Source: an optimization exercise on an open RTL-to-GDS flow (aim: small area and a short achievable clock period). Production flows keep margins and buffers that such runs may drop.
Only simulation tests tie the RTL to the original design; equivalence was not proved.
No activity file was given, so power comes from the tool's default toggle rates.

==> flow/config.mk <==
export PLATFORM = sky130hd
export DESIGN_NAME = ArquitecturaHybridARMIPS
export DESIGN_NICKNAME = ArquitecturaHybridARMIPS
export VERILOG_FILES = /design/flow/design.v
export SDC_FILE = /design/flow/constraint.sdc
export NUM_CORES = 4
export LEC_CHECK = 0
export CAP_MARGIN = 20
export CORE_MARGIN = 5
export CORE_UTILIZATION = 40
export SLEW_MARGIN = 20
==> flow/constraint.sdc <==
create_clock -name core_clock -period 14.0 [get_ports {clk}]
set_input_delay 2.8000 -clock core_clock [delete_from_list [all_inputs] [get_ports {clk}]]
set_output_delay 2.8000 -clock core_clock [all_outputs]
set_load 0.01 [all_outputs]
==> flow/design.v <==
module fullAdder(input logic a,b,cin,
					  output logic out,cout);
	assign out = (a ^ b) ^ cin;
	assign cout = ( b & cin) | (a & b) | (a & cin);
endmodule
module nBitsADD #(parameter N=32)
					  (input logic [N-1:0] a,b,
					   input logic cin,
					   output logic [N-1:0] out,
					   output logic overflow,cout);
	logic [N-1:0] carry;  
   genvar i;
   generate 
		for(i=0;i<N;i=i+1)
			begin: generateNbitAdder
				if(i==0)
					fullAdder f(a[0],b[0],cin,out[0],carry[0]); 
				else
					fullAdder f(a[i],b[i],carry[i-1],out[i],carry[i]);
			end
   endgenerate
	assign cout = carry[N-1];
	assign overflow = (carry[N-1] ^ carry[N-2]) | 1'b0;  
endmodule 
module Register #(parameter N=32)
					  (input logic [N-1:0] in,
						input logic clk, rst, enable,
						output logic [N-1:0] out);
	always_ff @ (posedge clk) begin
		if (rst) out<={N{1'b0}};
		else if (enable) out<=in;
		else out<=out;
	end	
endmodule 
module mux4 #(parameter N=32)
				 (input logic [N-1:0]in0,in1,in2,in3,in4,in5,in6,in7,in8,in9,in10,in11,in12,in13,in14,in15,
				  input logic [3:0] sel,
				  output logic [N-1:0]out);
	assign out=(sel == 4'b0)? in0 : (sel == 4'b1)? in1 : (sel == 4'b10)? in2 : (sel == 4'b11)? in3 :
				  (sel == 4'b100)? in4 : (sel == 4'b101)? in5 : (sel == 4'b110)? in6 : (sel == 4'b111)? in7 :
				  (sel == 4'b1000)? in8 : (sel == 4'b1001)? in9 : (sel == 4'b1010)? in10 : (sel == 4'b1011)? in11 :
				  (sel == 4'b1100)? in12 : (sel == 4'b1101)? in13 : (sel == 4'b1110)? in14 : in15;				
endmodule
module nBitsAND #(parameter N=32)
					  (input logic [N-1:0]a,b,
						output logic [N-1:0]out);
	assign out = a & b;
endmodule 
module nBitsOR #(parameter N=32)
					 (input logic [N-1:0]a,b,
					  output logic [N-1:0]out);
	assign out = a | b;
endmodule 
module nBitsNOT #(parameter N=32)
					  (input logic [N-1:0]a,
						output logic [N-1:0]out);
	assign out = ~a;
endmodule 
module nBitsC2 #(parameter N=32)
					 (input logic [N-1:0]a,
					  output logic [N-1:0]out);
	assign out = (~a) + 1'b1;
endmodule 
module nBitsShift	#(parameter N=32)
						 (input logic [N-1:0] a,
						  input logic [N-1:0]shamt,
						  input logic sel,  
						  output logic [N-1:0] out);
	logic [N-1:0] outIzq, outDer;
	assign outDer = a>>shamt;		
	assign outIzq = a<<shamt;
	assign out = (sel == 1'b0) ? outDer : outIzq;
endmodule
module ALU #(parameter N=32)
				(input logic [N-1:0] a, b,
				 input logic [3:0] sel,
				 output logic z, n, v,  
				 output logic [N-1:0] result);
	logic [N-1:0] outAND, outOR, outADD, selB, outC2, outShift, nLO, nHI, Ra, Rb;
	logic HI, LO, selShift, cout; 
	assign HI = 1'b1;
	assign LO = 1'b0;
	assign nLO = {N{LO}};
	assign nHI = {N{HI}};
	assign selShift = (sel == 4'b11) ? HI : LO;  
	assign selB = (sel == 4'b1) ? Rb : outC2;  
	assign n = result[N-1];
	assign z = (result == nLO) ? 1'b1 : 1'b0;
	assign Ra = (sel != 4'b1001)? a : b;
	assign Rb = (sel != 4'b1001)? b : a;
	nBitsAND #(N) AND (Ra, Rb, outAND);
	nBitsADD #(N) ADD (Ra, selB, LO, outADD, v, cout);
	nBitsOR #(N) OR (Ra, Rb, outOR);
	nBitsC2 #(N) C2 (Rb, outC2);
	nBitsShift #(N) SHIFT (Ra, Rb, selShift, outShift);
	mux4 #(N) MUX (nLO, outADD, outADD, outShift, outShift, outAND, outOR, Rb, Ra, outADD, nHI, nHI, nHI, nHI, nHI, nHI,
						sel, result);
endmodule
module AverageUnit #(parameter N=32)
						  (input logic [N-1:0] pixel,
							output logic [N-1:0] out);
	logic [9:0] outADD1, outADD2, etapa1, etapa2, etapa3;
	nBitsADD #(10) ADD1 ({2'b0,pixel[7:0]},{2'b0,pixel[15:8]},1'b0,outADD1);
	nBitsADD #(10) ADD2 ({2'b0,pixel[23:16]}, outADD1, 1'b0, outADD2);
	nBitsADD #(10) ADD3 (outADD2, outADD2>>2'b10, 1'b0, etapa1);
	nBitsADD #(10) ADD4 (etapa1, etapa1>>3'b100, 1'b0, etapa2);
	nBitsADD #(10) ADD5 (etapa2, etapa2>>4'b1000, 1'b0, etapa3);
	assign out = etapa3>>2'b10;
endmodule 
module UmbralUnit #(parameter N=32)
						 (input logic [N-1:0] pixel,
						  input logic [N-1:0] umbral,
						  output logic  out);
	assign out = (pixel[7:0]>=umbral)? 1 : 0;
endmodule 
module PAU #(parameter N=32)
				(input logic [N-1:0] pix, umbral,
				 input logic sel,
				 output logic [N-1:0] out);
	logic [N-1:0] outProm, outUmb;
	logic umb;
	AverageUnit #(N) Prom (pix, outProm);
	UmbralUnit #(N) Umb (pix, umbral, umb);
	assign outUmb = {{(N-1){1'b0}}, umb};  
	assign out = (sel)?  outUmb : outProm;  
endmodule 
module mux3 #(parameter N=32)
				 (input logic [N-1:0] in1, in2, in3, in4, in5, in6, in7, in8,
				  input logic [2:0] sel,
				  output logic [N-1:0] out);
	assign out = (sel == 3'b0) ? in1 : (sel == 3'b1) ? in2 : (sel == 3'b10) ? in3 : (sel == 3'b11) ? in4 : 
					 (sel == 3'b100) ? in5 : (sel == 3'b101) ? in6 : (sel == 3'b110) ? in7 : in8;
endmodule
module ConditionalUnit (input logic z, v, n, enable1, enable2, clk, rst,  
								input logic [2:0] cond,  
								output logic out);  
	logic [2:0] regMem, regFlags;
	logic outCond;
	assign regFlags[0]=z;
	assign regFlags[1]=v;
	assign regFlags[2]=n;
	Register #(3) REG (regFlags, clk, rst, enable1, regMem);
	mux3 #(1) MUX (regMem[0] & 1'b1,  
					 ~(regMem[0] ^ 1'b0),  
					 ~(regMem[2] ^ regMem[1]),  
						regMem[2] ^ regMem[1],  
					 ~(regMem[0] ^ 1'b0) & ~(regMem[2] ^ regMem[1]),  
						(regMem[0] & 1'b1) | (regMem[2] ^ regMem[1]),  
						1'b0,  
						1'b1,  
						cond, outCond);
	assign out = (enable2) ? outCond : 1'b0 ;
endmodule 
module ControlUnit(input logic [9:0] InstHeader,
						 output logic RnSrc, ImmSrc, RsSrc, ResultSrc, IOFlag, PAUOp, ImmExt, FlagWrite, ALUSrc, BranchInst, MemWrite, RegWrite, MemPWrite,
						 output logic [3:0] ALUControl,
						 output logic [2:0] CondFlag,
						 output logic [1:0] MemToReg);
	always_comb begin
		if (InstHeader[6:5] == 2'b0) begin  
			if (InstHeader[4]) begin  
				if(InstHeader[3:0] == 4'b1) begin  
					RnSrc = 1'b0;
					ImmSrc = 1'b0;
					ImmExt = 1'b1;
					RegWrite = 1'b1;
					RsSrc = 1'b0;
					PAUOp = 1'b0;
					FlagWrite = 1'b0;
					ALUSrc = 1'b1;
					BranchInst = 1'b0;
					ALUControl = 4'b10;
					CondFlag = InstHeader[9:7];  
					ResultSrc = 1'b0;
					MemWrite = 1'b0;
					MemPWrite = 1'b0;
					IOFlag = 1'b0;
					MemToReg = 2'b1;
				end
				else if(InstHeader[3:0] == 4'b10) begin  
					RnSrc = 1'b0;
					ImmSrc = 1'b0;
					ImmExt = 1'b1;
					RegWrite = 1'b1;
					RsSrc = 1'b0;
					PAUOp = 1'b0;
					FlagWrite = 1'b0;
					ALUSrc = 1'b1;
					BranchInst = 1'b0;
					ALUControl = 4'b1;
					CondFlag = InstHeader[9:7];  
					ResultSrc = 1'b0;
					MemWrite = 1'b0;
					MemPWrite = 1'b0;
					IOFlag = 1'b0;
					MemToReg = 2'b1;
				end
				else if(InstHeader[3:0] == 4'b11) begin 
					RnSrc = 1'b0;
					ImmSrc = 1'b0;
					ImmExt = 1'b1;
					RegWrite = 1'b1;
					RsSrc = 1'b0;
					PAUOp = 1'b0;
					FlagWrite = 1'b0;
					ALUSrc = 1'b1;
					BranchInst = 1'b0;
					ALUControl = 4'b0111;
					CondFlag = InstHeader[9:7];  
					ResultSrc = 1'b0;
					MemWrite = 1'b0;
					MemPWrite = 1'b0;
					IOFlag = 1'b0;
					MemToReg = 2'b01;
				end
				else if(InstHeader[3:0] == 4'b110) begin 
					RnSrc = 1'b0;
					ImmSrc = 1'b0;
					ImmExt = 1'b0;
					RegWrite = 1'b1;
					RsSrc = 1'b0;
					PAUOp = 1'b0;
					FlagWrite = 1'b0;
					ALUSrc = 1'b1;
					BranchInst = 1'b0;
					ALUControl = 4'b110;
					CondFlag = InstHeader[9:7];  
					ResultSrc = 1'b0;
					MemWrite = 1'b0;
					MemPWrite = 1'b0;
					IOFlag = 1'b0;
					MemToReg = 2'b1;
				end
				else if(InstHeader[3:0] == 4'b111) begin 
					RnSrc = 1'b1;
					ImmSrc = 1'b0;
					ImmExt = 1'b1;
					RegWrite = 1'b0;
					RsSrc = 1'b0;
					PAUOp = 1'b0;
					FlagWrite = 1'b1;
					ALUSrc = 1'b1;
					BranchInst = 1'b0;
					ALUControl = 4'b10;
					CondFlag = InstHeader[9:7];  
					ResultSrc = 1'b0;
					MemWrite = 1'b0;
					MemPWrite = 1'b0;
					IOFlag = 1'b0;
					MemToReg = 2'b01;
				end
				else if(InstHeader[3:0] == 4'b1000) begin 
					RnSrc = 1'b0;
					ImmSrc = 1'b0;
					ImmExt = 1'b0;
					RegWrite = 1'b1;
					RsSrc = 1'b0;
					PAUOp = 1'b0;
					FlagWrite = 1'b0;
					ALUSrc = 1'b1;
					BranchInst = 1'b0;
					ALUControl = 4'b11;
					CondFlag = InstHeader[9:7];  
					ResultSrc = 1'b0;
					MemWrite = 1'b0;
					MemPWrite = 1'b0;
					IOFlag = 1'b0;
					MemToReg = 2'b1;
				end
				else if(InstHeader[3:0] == 4'b1001) begin 
					RnSrc = 1'b0;
					ImmSrc = 1'b0;
					ImmExt = 1'b0;
					RegWrite = 1'b1;
					RsSrc = 1'b0;
					PAUOp = 1'b0;
					FlagWrite = 1'b0;
					ALUSrc = 1'b1;
					BranchInst = 1'b0;
					ALUControl = 4'b100;
					CondFlag = InstHeader[9:7];  
					ResultSrc = 1'b0;
					MemWrite = 1'b0;
					MemPWrite = 1'b0;
					IOFlag = 1'b0;
					MemToReg = 2'b1;
				end
				else begin 
					RnSrc = 1'b0;
					ImmSrc = 1'b0;
					ImmExt = 1'b0;
					RegWrite = 1'b0;
					RsSrc = 1'b0;
					PAUOp = 1'b0;
					FlagWrite = 1'b0;
					ALUSrc = 1'b0;
					BranchInst = 1'b0;
					ALUControl = 4'b0;
					CondFlag = 3'b0;
					ResultSrc = 1'b0;
					MemWrite = 1'b0;
					MemPWrite = 1'b0;
					IOFlag = 1'b0;
					MemToReg = 2'b0;
				end
			end
			else begin  
				if(InstHeader[3:0] == 4'b1) begin  
					RnSrc = 1'b0;
					ImmSrc = 1'b0;
					ImmExt = 1'b0;
					RegWrite = 1'b1;
					RsSrc = 1'b0;
					PAUOp = 1'b0;
					FlagWrite = 1'b0;
					ALUSrc = 1'b0;
					BranchInst = 1'b0;
					ALUControl = 4'b10;
					CondFlag = InstHeader[9:7];  
					ResultSrc = 1'b0;
					MemWrite = 1'b0;
					MemPWrite = 1'b0;
					IOFlag = 1'b0;
					MemToReg = 2'b1;
				end
				else if(InstHeader[3:0] == 4'b10) begin  
					RnSrc = 1'b0;
					ImmSrc = 1'b0;
					ImmExt = 1'b0;
					RegWrite = 1'b1;
					RsSrc = 1'b0;
					PAUOp = 1'b0;
					FlagWrite = 1'b0;
					ALUSrc = 1'b0;
					BranchInst = 1'b0;
					ALUControl = 4'b1;
					CondFlag = InstHeader[9:7];  
					ResultSrc = 1'b0;
					MemWrite = 1'b0;
					MemPWrite = 1'b0;
					IOFlag = 1'b0;
					MemToReg = 2'b1;
				end
				else if (InstHeader[3:0] == 4'b11) begin  
					RnSrc = 1'b0;
					ImmSrc = 1'b0;
					ImmExt = 1'b0;
					RegWrite = 1'b1;
					RsSrc = 1'b1;
					PAUOp = 1'b0;
					FlagWrite = 1'b0;
					ALUSrc = 1'b0;
					BranchInst = 1'b0;
					ALUControl = 4'b1000;
					CondFlag = InstHeader[9:7];  
					ResultSrc = 1'b0;
					MemWrite = 1'b0;
					MemPWrite = 1'b0;
					IOFlag = 1'b0;
					MemToReg = 2'b01;
				end
				else if (InstHeader[3:0] == 4'b110) begin  
					RnSrc = 1'b0;
					ImmSrc = 1'b0;
					ImmExt = 1'b0;
					RegWrite = 1'b1;
					RsSrc = 1'b0;
					PAUOp = 1'b0;
					FlagWrite = 1'b0;
					ALUSrc = 1'b0;
					BranchInst = 1'b0;
					ALUControl = 4'b110;
					CondFlag = InstHeader[9:7];  
					ResultSrc = 1'b0;
					MemWrite = 1'b0;
					MemPWrite = 1'b0;
					IOFlag = 1'b0;
					MemToReg = 2'b1;
				end
				else if (InstHeader[3:0] == 4'b111) begin  
					RnSrc = 1'b0;
					ImmSrc = 1'b0;
					ImmExt = 1'b0;
					RegWrite = 1'b0;
					RsSrc = 1'b1;
					PAUOp = 1'b0;
					FlagWrite = 1'b1;
					ALUSrc = 1'b0;
					BranchInst = 1'b0;
					ALUControl = 4'b1001;
					CondFlag = InstHeader[9:7];  
					ResultSrc = 1'b0;
					MemWrite = 1'b0;
					MemPWrite = 1'b0;
					IOFlag = 1'b0;
					MemToReg = 2'b0;
				end
				else if (InstHeader[3:0] == 4'b1000) begin  
					RnSrc = 1'b0;
					ImmSrc = 1'b0;
					ImmExt = 1'b0;
					RegWrite = 1'b1;
					RsSrc = 1'b0;
					PAUOp = 1'b0;
					FlagWrite = 1'b0;
					ALUSrc = 1'b0;
					BranchInst = 1'b0;
					ALUControl = 4'b11;
					CondFlag = InstHeader[9:7];  
					ResultSrc = 1'b0;
					MemWrite = 1'b0;
					MemPWrite = 1'b0;
					IOFlag = 1'b0;
					MemToReg = 2'b1;
				end
				else if (InstHeader[3:0] == 4'b1001) begin  
					RnSrc = 1'b0;
					ImmSrc = 1'b0;
					ImmExt = 1'b0;
					RegWrite = 1'b1;
					RsSrc = 1'b0;
					PAUOp = 1'b0;
					FlagWrite = 1'b0;
					ALUSrc = 1'b0;
					BranchInst = 1'b0;
					ALUControl = 4'b100;
					CondFlag = InstHeader[9:7];  
					ResultSrc = 1'b0;
					MemWrite = 1'b0;
					MemPWrite = 1'b0;
					IOFlag = 1'b0;
					MemToReg = 2'b1;
				end
				else if (InstHeader[3:0] == 4'b1010) begin  
					RnSrc = 1'b0;
					ImmSrc = 1'b0;
					ImmExt = 1'b0;
					RegWrite = 1'b1;
					RsSrc = 1'b0;
					PAUOp = 1'b0;
					FlagWrite = 1'b0;
					ALUSrc = 1'b0;
					BranchInst = 1'b0;
					ALUControl = 4'b0;
					CondFlag = InstHeader[9:7];  
					ResultSrc = 1'b1;
					MemWrite = 1'b0;
					MemPWrite = 1'b0;
					IOFlag = 1'b0;
					MemToReg = 2'b1;
				end
				else if (InstHeader[3:0] == 4'b1011) begin  
					RnSrc = 1'b0;
					ImmSrc = 1'b0;
					ImmExt = 1'b0;
					RegWrite = 1'b1;
					RsSrc = 1'b0;
					PAUOp = 1'b1;
					FlagWrite = 1'b0;
					ALUSrc = 1'b0;
					BranchInst = 1'b0;
					ALUControl = 4'b0;
					CondFlag = InstHeader[9:7];  
					ResultSrc = 1'b1;
					MemWrite = 1'b0;
					MemPWrite = 1'b0;
					IOFlag = 1'b0;
					MemToReg = 2'b1;
				end
				else begin  
					RnSrc = 1'b0;
					ImmSrc = 1'b0;
					ImmExt = 1'b0;
					RegWrite = 1'b0;
					RsSrc = 1'b0;
					PAUOp = 1'b0;
					FlagWrite = 1'b0;
					ALUSrc = 1'b0;
					BranchInst = 1'b0;
					ALUControl = 4'b0;
					CondFlag = 3'b0;
					ResultSrc = 1'b0;
					MemWrite = 1'b0;
					MemPWrite = 1'b0;
					IOFlag = 1'b0;
					MemToReg = 2'b0;
				end
			end
		end
		else if(InstHeader[6:5] == 2'b1) begin  
			if (InstHeader[4:3] == 2'b0) begin  
				RnSrc = 1'b0;
				ImmSrc = 1'b0;
				ImmExt = 1'b1;
				RegWrite = 1'b0;
				RsSrc = 1'b1;
				PAUOp = 1'b0;
				FlagWrite = 1'b0;
				ALUSrc = 1'b1;
				BranchInst = 1'b0;
				ALUControl = 4'b1;
				CondFlag = 3'b0;
				ResultSrc = 1'b0;
				MemWrite = 1'b1;
				MemPWrite = 1'b0;
				IOFlag = 1'b0;
				MemToReg = 2'b0;
			end
			else if (InstHeader[4:3] == 2'b1) begin  
				RnSrc = 1'b0;
				ImmSrc = 1'b0;
				ImmExt = 1'b0;
				RegWrite = 1'b1;
				RsSrc = 1'b1;
				PAUOp = 1'b0;
				FlagWrite = 1'b0;
				ALUSrc = 1'b0;
				BranchInst = 1'b0;
				ALUControl = 4'b1000;
				CondFlag = InstHeader[9:7];  
				ResultSrc = 1'b0;
				MemWrite = 1'b0;
				MemPWrite = 1'b0;
				IOFlag = 1'b0;
				MemToReg = 2'b10;
			end
			else if (InstHeader[4:3] == 2'b10) begin  
				RnSrc = 1'b0;
				ImmSrc = 1'b0;
				ImmExt = 1'b0;
				RegWrite = 1'b0;
				RsSrc = 1'b1;
				PAUOp = 1'b0;
				FlagWrite = 1'b0;
				ALUSrc = 1'b0;
				BranchInst = 1'b0;
				ALUControl = 4'b1000;
				CondFlag = InstHeader[9:7];  
				ResultSrc = 1'b0;
				MemWrite = 1'b0;
				MemPWrite = 1'b1;
				IOFlag = 1'b0;
				MemToReg = 2'b1;
			end
			else if (InstHeader[4:3] == 2'b11) begin  
				RnSrc = 1'b0;
				ImmSrc = 1'b0;
				ImmExt = 1'b1;
				RegWrite = 1'b1;
				RsSrc = 1'b1;
				PAUOp = 1'b0;
				FlagWrite = 1'b0;
				ALUSrc = 1'b1;
				BranchInst = 1'b0;
				ALUControl = 4'b1;
				CondFlag = InstHeader[9:7];  
				ResultSrc = 1'b0;
				MemWrite = 1'b0;
				MemPWrite = 1'b0;
				IOFlag = 1'b0;
				MemToReg = 2'b0;
			end
			else begin  
				RnSrc = 1'b0;
				ImmSrc = 1'b0;
				ImmExt = 1'b0;
				RegWrite = 1'b0;
				RsSrc = 1'b0;
				PAUOp = 1'b0;
				FlagWrite = 1'b0;
				ALUSrc = 1'b0;
				BranchInst = 1'b0;
				ALUControl = 4'b0;
				CondFlag = 3'b0;
				ResultSrc = 1'b0;
				MemWrite = 1'b0;
				MemPWrite = 1'b0;
				IOFlag = 1'b0;
				MemToReg = 2'b0;
			end
		end
		else if (InstHeader[6:5] == 2'b10) begin  
			RnSrc = 1'b0;
			ImmSrc = 1'b1;
			ImmExt = 1'b0;
			RegWrite = 1'b0;
			RsSrc = 1'b0;
			PAUOp = 1'b0;
			FlagWrite = 1'b0;
			ALUSrc = 1'b1;
			BranchInst = 1'b1;
			ALUControl = 4'b111;
			CondFlag = InstHeader[9:7];
			ResultSrc = 1'b0;
			MemWrite = 1'b0;
			MemPWrite = 1'b0;
			IOFlag = 1'b0;
			MemToReg = 2'b1;
		end
		else begin  
			RnSrc = 1'b0;
			ImmSrc = 1'b0;
			ImmExt = 1'b0;
			RegWrite = 1'b0;
			RsSrc = 1'b0;
			PAUOp = 1'b0;
			FlagWrite = 1'b0;
			ALUSrc = 1'b0;
			BranchInst = 1'b0;
			ALUControl = 4'b0;
			CondFlag = 3'b0;
			ResultSrc = 1'b0;
			MemWrite = 1'b0;
			MemPWrite = 1'b0;
			IOFlag = 1'b0;
			MemToReg = 2'b0;
		end
	end 
endmodule 
module Extend (input logic [26:0] imm,
					input logic ImmSrc, ImmExt,
					output logic [31:0] ExtImm);
	logic [31:0] ext14, ext27;
	assign ext14 = (ImmExt) ? { {18{ imm[13] }} , imm[13:0]} : { {18{ 1'b0 }} , imm[13:0]};  
	assign ext27 = (ImmExt) ? { {5{ imm[26] }} , imm} : { {5{ 1'b0 }} , imm };  
	assign ExtImm = (ImmSrc) ? ext27 : ext14;
endmodule 
module RegisterFile #(parameter N=4, M=32)
			(input logic clk,
			input logic rst,
			input logic WE3,
			input logic [N-1:0] A1,
			input logic [N-1:0] A2,
			input logic [N-1:0] A3,
			input logic [M-1:0] WD3,
			input logic [M-1:0] R15,
			output logic [M-1:0] RD1,
			output logic [M-1:0] RD2);
logic [31:0]rf[16];  
logic [31:0] rd1f, rd2f;
always_ff@(posedge clk)
	if (rst) begin
		for (int k = 0; k < 16; k++) rf[k] <= 32'b0;
	end
	else if (WE3) rf[A3] <= WD3;
	assign rd1f = (WE3 && A3 == A1) ? WD3 : rf[A1];
	assign rd2f = (WE3 && A3 == A2) ? WD3 : rf[A2];
	assign RD1 = (A1==4'b1111)? R15:rd1f;
	assign RD2 = (A1==4'b1111)? R15:rd2f;
endmodule
module Fetch #(parameter N = 32)
              (input  logic clk, rst, PCsrc,
		  		   input  logic [N-1:0] PCalu,
				   input  logic [N-1:0] imem_rdata,
				   output logic [N-1:0] inst,
					output logic [N-1:0] PCout);
	logic [N-1:0] PCin, PCplus1;
	Register #(N) PC (PCin, clk, rst, 1'b1, PCout);
	nBitsADD #(N) Sumador (PCout, 32'b1, 1'b0, PCplus1);
	assign inst = imem_rdata;  
	assign PCin = (PCsrc)? PCalu : PCplus1;
endmodule
module Decode #(parameter N=32)
					(input logic [N-1:0] inst, PC, DataWrite,
					 input logic [3:0] Rd,
					 input logic clk, rst, RegWrite,
					 output logic [N-1:0] Ra, Rb, ExtImm,
					 output logic [3:0] RdOut,
					 output logic MemPWrite, RegWriteOut, MemWrite, BranchInst, ALUSrc, FlagWrite, PAUOp, IOFlag, ResultSrc,
					 output logic [3:0] ALUControl,
					 output logic [2:0] CondFlag,
					 output logic [1:0] MemToReg);
	logic RnSrc, ImmSrc, RsSrc, ImmExt;
	logic [3:0] A1, A2;
	logic [26:0] ImmMux;
	ControlUnit UnidadControl (inst[31:22], RnSrc, ImmSrc, RsSrc, ResultSrc, IOFlag, PAUOp, ImmExt, FlagWrite, ALUSrc, 
										BranchInst, MemWrite, RegWriteOut, MemPWrite, ALUControl, CondFlag, MemToReg);
	RegisterFile #(4, N) BancoRegistro (clk, rst, RegWrite, A1, A2, Rd,	DataWrite, PC, Ra, Rb);
	Extend Extension (ImmMux, ImmSrc, ImmExt, ExtImm);
	assign ImmMux = (ImmSrc) ? inst[26:0] : { {13{1'b0}},inst[13:0]};
	assign A1 = (RnSrc) ? inst[17:14] : inst[21:18];
	assign A2 = (RsSrc) ? inst[17:14] : inst[13:10];
	assign RdOut = inst[17:14];
endmodule 
module Execute #(parameter N=32)
					(input logic MemPWrite, RegWrite, MemWrite, BranchInst, ALUSrc, FlagWrite, PAUOp, IOFlag, ResultSrc, clk, rst,
					 input logic [1:0] MemToReg,
					 input logic [3:0] ALUControl,
					 input logic [2:0] CondFlag,
					 input logic [31:0] Ra, Rb, ExtIm,
					 input logic [3:0] Rd,
					 output logic PCSrc, RegWriteOut, MemWriteOut, MemPWriteOut, IOFlagOut,
					 output logic [1:0] MemToRegOut,
					 output logic [N-1:0] ALUResult, WriteData, 
					 output logic [3:0] RdOut);
	logic z, v, n, enable2, condi;
	logic [31:0] ALUOut, APUout, RbMux;
	assign MemPWriteOut = MemPWrite;
	assign MemToRegOut = MemToReg;
	assign MemWriteOut = MemWrite;
	assign IOFlagOut = IOFlag;
	assign RdOut = Rd;
	assign WriteData = Rb;
	assign enable2 = BranchInst | RegWrite;  
	assign RegWriteOut = condi & RegWrite;  
	assign PCSrc = condi & BranchInst;  
	ConditionalUnit UniCondicion (z, v, n, FlagWrite, enable2, clk, rst, CondFlag, condi);
	ALU #(32) ALUnit (Ra, RbMux, ALUControl, z, n, v, ALUOut);
	PAU #(32) PAUnit (Ra, Rb,PAUOp, APUout);
	assign RbMux = (ALUSrc) ? ExtIm : Rb;
	assign ALUResult = (ResultSrc) ? APUout : ALUOut;
endmodule 
module MemoryStage #(parameter N = 32) 
						  (input logic clk, MEMWrite, MemPWrite, PCSrc, RegWrite, IOFlag,
							input logic [1:0] MemToReg,
							input logic [N-1:0] address, WriteData,
							input logic [3:0] RdIn,
							input logic [N-1:0] dmem_rdata,
							input logic [1:0] pmem_rdata,
							output logic [N-1:0] ReadDataDataMem, ReadDataPixMem, ALUresultOut,
							output logic [3:0]  RdOut,
							output logic PCSrcOut, RegWriteOut, IOFlagOut,
							output logic [1:0] MemToRegOut);
	assign ReadDataDataMem = dmem_rdata;
	assign ReadDataPixMem = {{(N-2){1'b0}}, pmem_rdata};
	assign ALUresultOut = address;
	assign RdOut = RdIn;
	assign PCSrcOut = PCSrc;
	assign RegWriteOut = RegWrite;
	assign IOFlagOut = IOFlag;
	assign MemToRegOut = MemToReg;
endmodule
module WriteBack #(parameter N=32)
						(input logic PCSrc, RegWrite, IOFlag,
						 input logic [1:0] MemToReg,
						 input logic [N-1:0] IOIn, ReadData, ReadDataP, ALUOut, 
						 input logic [3:0] Rd,
						 output logic [N-1:0] OutData, 
						 output logic [3:0] RdOut,
						 output logic PCSrcOut, RegWriteOut);
	logic [N-1:0] Result;
	assign Result = (MemToReg == 2'b0) ? ReadData : (MemToReg == 2'b1) ? ALUOut : (MemToReg == 2'b10) ? ReadDataP : 32'b0;
	assign OutData = (IOFlag) ? IOIn : Result;
	assign PCSrcOut = PCSrc;
	assign RegWriteOut = RegWrite;
	assign RdOut = Rd;
endmodule   
module ArquitecturaHybridARMIPS(input logic clk, reset,
										  output logic [31:0] imem_addr,
										  input logic [31:0] imem_rdata,
										  output logic [31:0] mem_addr,
										  output logic dmem_we,
										  output logic [31:0] dmem_wdata,
										  input logic [31:0] dmem_rdata,
										  output logic pmem_we,
										  output logic [1:0] pmem_wdata,
										  input logic [1:0] pmem_rdata,
										  output logic rf_we,
										  output logic [3:0] rf_waddr,
										  output logic [31:0] rf_wdata);
	logic enable;
	logic [31:0] inDE, PC, DataWrite, PCalu, IOIn, outFE;
	logic [3:0] Rd;
	logic PCSrc, RegWrite;
	logic [117:0] outDE, inEXE;
	logic [74:0] outEXE, inMEM;
	logic [104:0] outMEM, inWB;
	assign enable = 1'b1;
	assign IOIn = 32'b0;
	assign imem_addr = PC;
	assign mem_addr = inMEM[31:0];
	assign dmem_we = inMEM[72];
	assign dmem_wdata = inMEM[63:32];
	assign pmem_we = inMEM[73];
	assign pmem_wdata = inMEM[33:32];
	assign rf_we = RegWrite;
	assign rf_waddr = Rd;
	assign rf_wdata = DataWrite;
	Fetch #(32) IF (clk, reset, PCSrc,
		  		   DataWrite,
				   imem_rdata,
				   outFE, PC);
	Decode #(32) DE (inDE, PC, DataWrite,
					 Rd,
					 clk, reset, RegWrite,
					 outDE[95:64], outDE[63:32], outDE[31:0],  
					 outDE[99:96],  
					 outDE[100], outDE[101], outDE[102], outDE[103], outDE[104],  
					 outDE[105], outDE[106], outDE[107], outDE[108],   
					 outDE[112:109],  
					 outDE[115:113],  
					 outDE[117:116]);  
	Execute #(32) EXE (inEXE[100], inEXE[101], inEXE[102], inEXE[103], inEXE[104],  
					  inEXE[105], inEXE[106], inEXE[107], inEXE[108],  
					  clk, reset,
					  inEXE[117:116],  
					  inEXE[112:109],  
					  inEXE[115:113],  
					  inEXE[95:64], inEXE[63:32], inEXE[31:0],  
					  inEXE[99:96],  
					  outEXE[70], outEXE[71], outEXE[72], outEXE[73], outEXE[74],  
					  outEXE[69:68],  
					  outEXE[31:0], outEXE[63:32],  
					  outEXE[67:64]);  
	MemoryStage #(32) MEM (clk,
							inMEM[72], inMEM[73], inMEM[70], inMEM[71], inMEM[74],  
							inMEM[69:68],  
							inMEM[31:0], inMEM[63:32],  
							inMEM[67:64],  
							dmem_rdata, pmem_rdata,
							outMEM[31:0], outMEM[63:32], outMEM[95:64],  
							outMEM[99:96],  
							outMEM[102], outMEM[103], outMEM[104],  
							outMEM[101:100]);  
	WriteBack #(32) WB (inWB[102], inWB[103], inWB[104],  
						 inWB[101:100],  
						 IOIn, inWB[31:0], inWB[63:32], inWB[95:64],  
						 inWB[99:96],  
						 DataWrite, 
						 Rd,
						 PCSrc, RegWrite);
	Register #(32) IF_DE (outFE, clk, reset, enable, inDE);
	Register #(118) DE_EXE (outDE, clk, reset, enable, inEXE);
	Register #(75) EXE_MEM (outEXE, clk, reset, enable, inMEM);
	Register #(105) MEM_WB (outMEM, clk, reset, enable, inWB);
endmodule
==> flow/run.sh <==
#!/bin/bash
# synth_recipe.tcl (not shown) runs the flow's synth.tcl, then flattens the netlist and writes it again
# the make line also repeats each setting of config.mk as NAME=value (left out here)
make -C /OpenROAD-flow-scripts/flow DESIGN_CONFIG=/design/flow/config.mk WORK_HOME=/design/flow/orfs CLKGATE_MAP_FILE= SYNTH_SCRIPT=/design/flow/synth_recipe.tcl finish
==> results.toml <==
[worst_setup_path]
timing.critical_path.from = "DE_EXE.out[110]$_SDFF_PP0_"
path_common_cell = "sky130_fd_sc_hd__fa_1"
timing.reg2reg.setup_slack_ps = 500
timing_worst_setup_path_type = "reg2reg"
worstSetupStartpointType = "flip-flop"
critical_path_fanouts_max = 5
setup.worst_path.end = "EXE.UniCondicion.REG.out[0]$_SDFFE_PP0P_"
standard_cell_with_the_maximum_stage_delay_on_the_critical_path = "sky130_fd_sc_hd__fa_1"
rr_worst_depth = 48
regToRegEndpoint = "EXE.UniCondicion.REG.out[0]$_SDFFE_PP0P_"
reg2reg_from = "DE_EXE.out[110]$_SDFF_PP0_"
worst_path_arrival_time_ps = 14160
kind_of_end_point_of_the_critical_path = "flip-flop"
cp.required_ps = 14660
slowest_delay_ps = 440

[yosys]
synth_warn = 7
largest_cells_by_area_after_synthesis = "sky130_fd_sc_hd__edfxtp_1 (31%), sky130_fd_sc_hd__dfxtp_1 (13%), sky130_fd_sc_hd__mux4_2 (6.6%), sky130_fd_sc_hd__nor2_1 (6.0%), sky130_fd_sc_hd__nand2_1 (5.7%)"
postSynthNetCount = 5507
ys_async_sr_fraction = 0
synth_top_flop_cell = "sky130_fd_sc_hd__edfxtp_1"
synth_enable_flop_cells = 512
synth-seq-area-share = 0.440
post_synthesis_cell_area_sq_mm = 0.0499
synthesis.area_per_instance_sq_um = 9.37
synth-seq-cells = 840
yosys.cell_types.count = 90
synth.top_cell.area_share = 0.308
synth_top_cell_by_area = "sky130_fd_sc_hd__edfxtp_1"
syn_inst = 5322

[clock_tree]
ctsLongestPathBuffers = 3
numCtsBuffers = 93
clock-root-buffer = "sky130_fd_sc_hd__clkbuf_16"
cts_tree = "yes"
cts.htree.levels = 3
cts.clk_slew.worst_paths_ps = 70
cts_hold_repair.buffers = 0
worstSkewPairLatency_ps = 740
clkSinkCount = 840

[sta]
finalHoldViolations = 0
worst_rel_slew_slack = 0.119
maxSlewViolCount = 0
period_needed_ps = 13500
totalNegativeSetupSlack_ps = 0
worst_slew_pin_slew_ps = 1310
setup_violations = 0
timing.final.ws_setup_ps = 496
clock_skew_ps = 49.8
min_hold_slack_ps = 411
grt_setup_unrepaired = "no"
achievable-frequency_mhz = 74.1
final_min_period_over_clock_period = 0.965

[routing]
drc = 0
initialDrtViolationCount = 6063
routed_length_per_placed_instance_um = 34.0
avgViaCountPerCell = 6.41
finalWirelength_mm = 237
antenna_left = 0
dr_total_vias = 44657
drtPass1Iterations = 6

[grt]
use_met1 = 0.428
wire_length_of_the_first_global_routing_pass_mm = 328
antenna_violations_before_repair = 24
grt_util_met2 = 0.540
grtUsageMet3 = 0.0858
grt_pass1_vias = 42828
global_route.overflow_total = 0
tot_gr_track_use = 0.348
grt_busiest_layer = "met2"
grt_start_max_net_pins = 131

[pwr]
clock_power_share = 0.332
power_per_cell_area_mw_per_mm2 = 131
leakage_power_figure_uw = 0.0204
peakVddDrop_v = 0.000115
power.net_switching_uw = 2550
p_seq_frac = 0.388
p_int_uw = 4800
sw_frac_of_total = 0.347
combinationalPowerShare = 0.280

[flow_run]
cap_violations = 0

[floorplanning]
die-width_um = 363
y_dimension_of_the_die_um = 363
dieArea_sq_mm = 0.132
total_i_o_pin_count = 205
start_util = 0.403
floorplan.rows = 129
core_sq_mm = 0.124

[finish]
finish.net_count = 5415
post_route_cells_drive_above_1_share = 0.122
synthesis_to_layout_area_growth_pct = 12.4

[outcome]
outcome = "finished clean"

[placement]
io_buffer_count = 204
dpl.hpwl_mm = 162
gp_congestion = 1.05
detailedPlace.worstSlack_ps = 195

[worst_hold_path]
min-delay-path-class = "reg2reg"
[cells by family (layout without fill, tap and decap cells)]
| family | after synthesis | in the layout | share of synthesized area |
|---|---|---|---|
| XOR/XNOR | 45 | 45 | 0.00790 |
| multiplexers | 404 | 404 | 0.121 |
| buffers and inverters | 695 | 681 | 0.0634 |
| adder cells (fa/ha/maj) | 117 | 117 | 0.0381 |
| other | 0 | 21 | 0 |
| AND/OR/NAND/NOR | 2256 | 2256 | 0.200 |
| AO/OA/AOI/OAI | 965 | 965 | 0.129 |
| flip-flops | 840 | 840 | 0.440 |
[how the worst min path moves through the flow]
stage | start | endpoint | slack (ps) | cells after the start
global placement | IF_DE.out[30]$_SDFF_PP0_ | DE_EXE.out[114]$_SDFF_PP0_ | 400 | 2
global route | IF_DE.out[29]$_SDFF_PP0_ | DE_EXE.out[113]$_SDFF_PP0_ | 420 | 2
CTS | IF_DE.out[29]$_SDFF_PP0_ | DE_EXE.out[113]$_SDFF_PP0_ | 420 | 2
finish | IF_DE.out[29]$_SDFF_PP0_ | DE_EXE.out[113]$_SDFF_PP0_ | 410 | 2
detailed placement | IF_DE.out[29]$_SDFF_PP0_ | DE_EXE.out[113]$_SDFF_PP0_ | 410 | 2
floorplan | IF_DE.out[29]$_SDFF_PP0_ | DE_EXE.out[113]$_SDFF_PP0_ | 390 | 2
[synth_stat cells (10+ instances only)]
cell type / n
sky130_fd_sc_hd__xor2_1: 22
sky130_fd_sc_hd__ha_1: 59
sky130_fd_sc_hd__nor3_1: 93
sky130_fd_sc_hd__a22oi_1: 18
sky130_fd_sc_hd__xnor2_1: 23
sky130_fd_sc_hd__a221oi_1: 13
sky130_fd_sc_hd__mux2_2: 45
sky130_fd_sc_hd__inv_1: 118
sky130_fd_sc_hd__mux4_2: 147
sky130_fd_sc_hd__buf_2: 45
sky130_fd_sc_hd__nor4_1: 25
sky130_fd_sc_hd__a211oi_1: 97
sky130_fd_sc_hd__and3_1: 72
sky130_fd_sc_hd__nor2_1: 796
sky130_fd_sc_hd__o21ai_0: 135
sky130_fd_sc_hd__or3_1: 10
sky130_fd_sc_hd__o32ai_1: 28
sky130_fd_sc_hd__a311oi_1: 102
sky130_fd_sc_hd__o211ai_1: 23
sky130_fd_sc_hd__o22ai_1: 48
sky130_fd_sc_hd__or2_2: 35
sky130_fd_sc_hd__nand2_1: 754
sky130_fd_sc_hd__nand3_1: 175
sky130_fd_sc_hd__mux2i_1: 198
sky130_fd_sc_hd__clkbuf_1: 346
sky130_fd_sc_hd__fa_1: 58
sky130_fd_sc_hd__a31oi_1: 92
sky130_fd_sc_hd__a21o_1: 19
sky130_fd_sc_hd__edfxtp_1: 512
sky130_fd_sc_hd__and2_1: 48
sky130_fd_sc_hd__buf_4: 111
sky130_fd_sc_hd__dfxtp_1: 328
sky130_fd_sc_hd__o31ai_1: 17
sky130_fd_sc_hd__nand2b_1: 37
sky130_fd_sc_hd__buf_1: 64
sky130_fd_sc_hd__nor2b_1: 169
sky130_fd_sc_hd__o21bai_1: 35
sky130_fd_sc_hd__a21oi_1: 239
sky130_fd_sc_hd__o221ai_1: 12
[placed cells by master (no fill, tap or decap), types with 118 or more instances in the layout]
master,synthesis,final
sky130_fd_sc_hd__nor2_1,796,795
sky130_fd_sc_hd__nand2_1,754,752
sky130_fd_sc_hd__edfxtp_1,512,512
sky130_fd_sc_hd__dfxtp_1,328,323
sky130_fd_sc_hd__a21oi_1,239,237
sky130_fd_sc_hd__clkdlybuf4s50_1,0,203
sky130_fd_sc_hd__mux2i_1,198,183
sky130_fd_sc_hd__buf_4,111,182
sky130_fd_sc_hd__nand3_1,175,171
sky130_fd_sc_hd__nor2b_1,169,168
sky130_fd_sc_hd__mux4_2,147,147
sky130_fd_sc_hd__o21ai_0,135,130
sky130_fd_sc_hd__inv_1,118,118
[sequential cells by signal, indices dropped and copies added (netlist names)]
register                  cells
DE_EXE.out                  113
MEM_WB.out                   74
IF_DE.out                    32
EXE.UniCondicion.REG.out      3
DE.BancoRegistro.rf         512
EXE_MEM.out                  74
IF.PC.out                    32
[what timing repair did]
| item | CTS | global route |
|---|---|---|
| buffers inserted | 0 | 3 |
| gates resized for setup | 0 | 12 |
| endpoints found under the setup margin | 0 | 2 |
[worst max-delay path, delay by kind of cell (launching register included)]
| kind | cells | cell delay, ps |
|---|---|---|
| fa+ha+maj | 32 | 10730 |
| compound gates | 5 | 920 |
| simple gates | 3 | 690 |
| buf+inv | 7 | 490 |
| flops | 1 | 340 |
| mux | 1 | 250 |
[layer usage]
layer | up-vias | part of all wire | routed length (um)
met1 | 21886 | 0.36 | 85400
li1 | 18763 | - | -
met3 | 803 | 0.11 | 26300
met2 | 3195 | 0.44 | 105000
met5 | - | 0.00029 | 69
met4 | 10 | 0.084 | 19900
[stage by stage]
step / cells / power (uW) / area (sq um) / utilization
floorplan: 5322 / 4050 / 50000 / -
global placement: 6769 / 4870 / 53000 / 0.428
detailed placement: 6769 / 4870 / 53000 / 0.428
CTS: 6942 / 7290 / 56000 / 0.452
global route: 6960 / 7590 / 56100 / 0.453
finish: 6966 / 7350 / 56100 / 0.453
[final cells by class]
cell class	instances	area, sq um
Tap cell	1637	2050
Clock buffer	134	2640
Sequential cell	840	21900
Inverter	120	450
Fill cell	11795	67700
Clock inverter	39	358
Timing Repair Buffer	388	3450
Antenna cell	21	52.6
Multi-Input combinational cell	3787	25100
[power by group through the flow]
stage	Combinational, uW	Clock [uW]	Sequential (uW)
2_1_floorplan	1210	0	2830
3_3_place_gp	1980	0	2900
3_5_place_dp	1970	0	2900
4_1_cts	1980	2450	2850
5_1_grt	2160	2560	2860
6_report	2060	2440	2850

[what the ideal ports hide]
Ports are ideal in the flow. The routed layout listed here was re-timed in OpenROAD.
Step 1 assumes that a clkbuf_16 drives the clock port and a buf_2 every other input.
Step 2 moves the port delays by t, midway between the first and last clock arrival at a register: inputs arrive t later, outputs are due t later. That takes back most of the time a late clock gives input paths.
a / b / c = ideal ports / drivers / drivers and shift; a / b = the first two.
shift t [ns]: 0.783
setup slack, ns: 0.496 / 0.496 / 0.496
latest minus earliest clock arrival (ns): 0.058 / 0.058
worst slew at a driven data input, ns: 0.12
After both steps this run still meets setup and hold. The setup slack of this run moves by 0.000 ns with the drivers and by 0.000 ns with both steps.
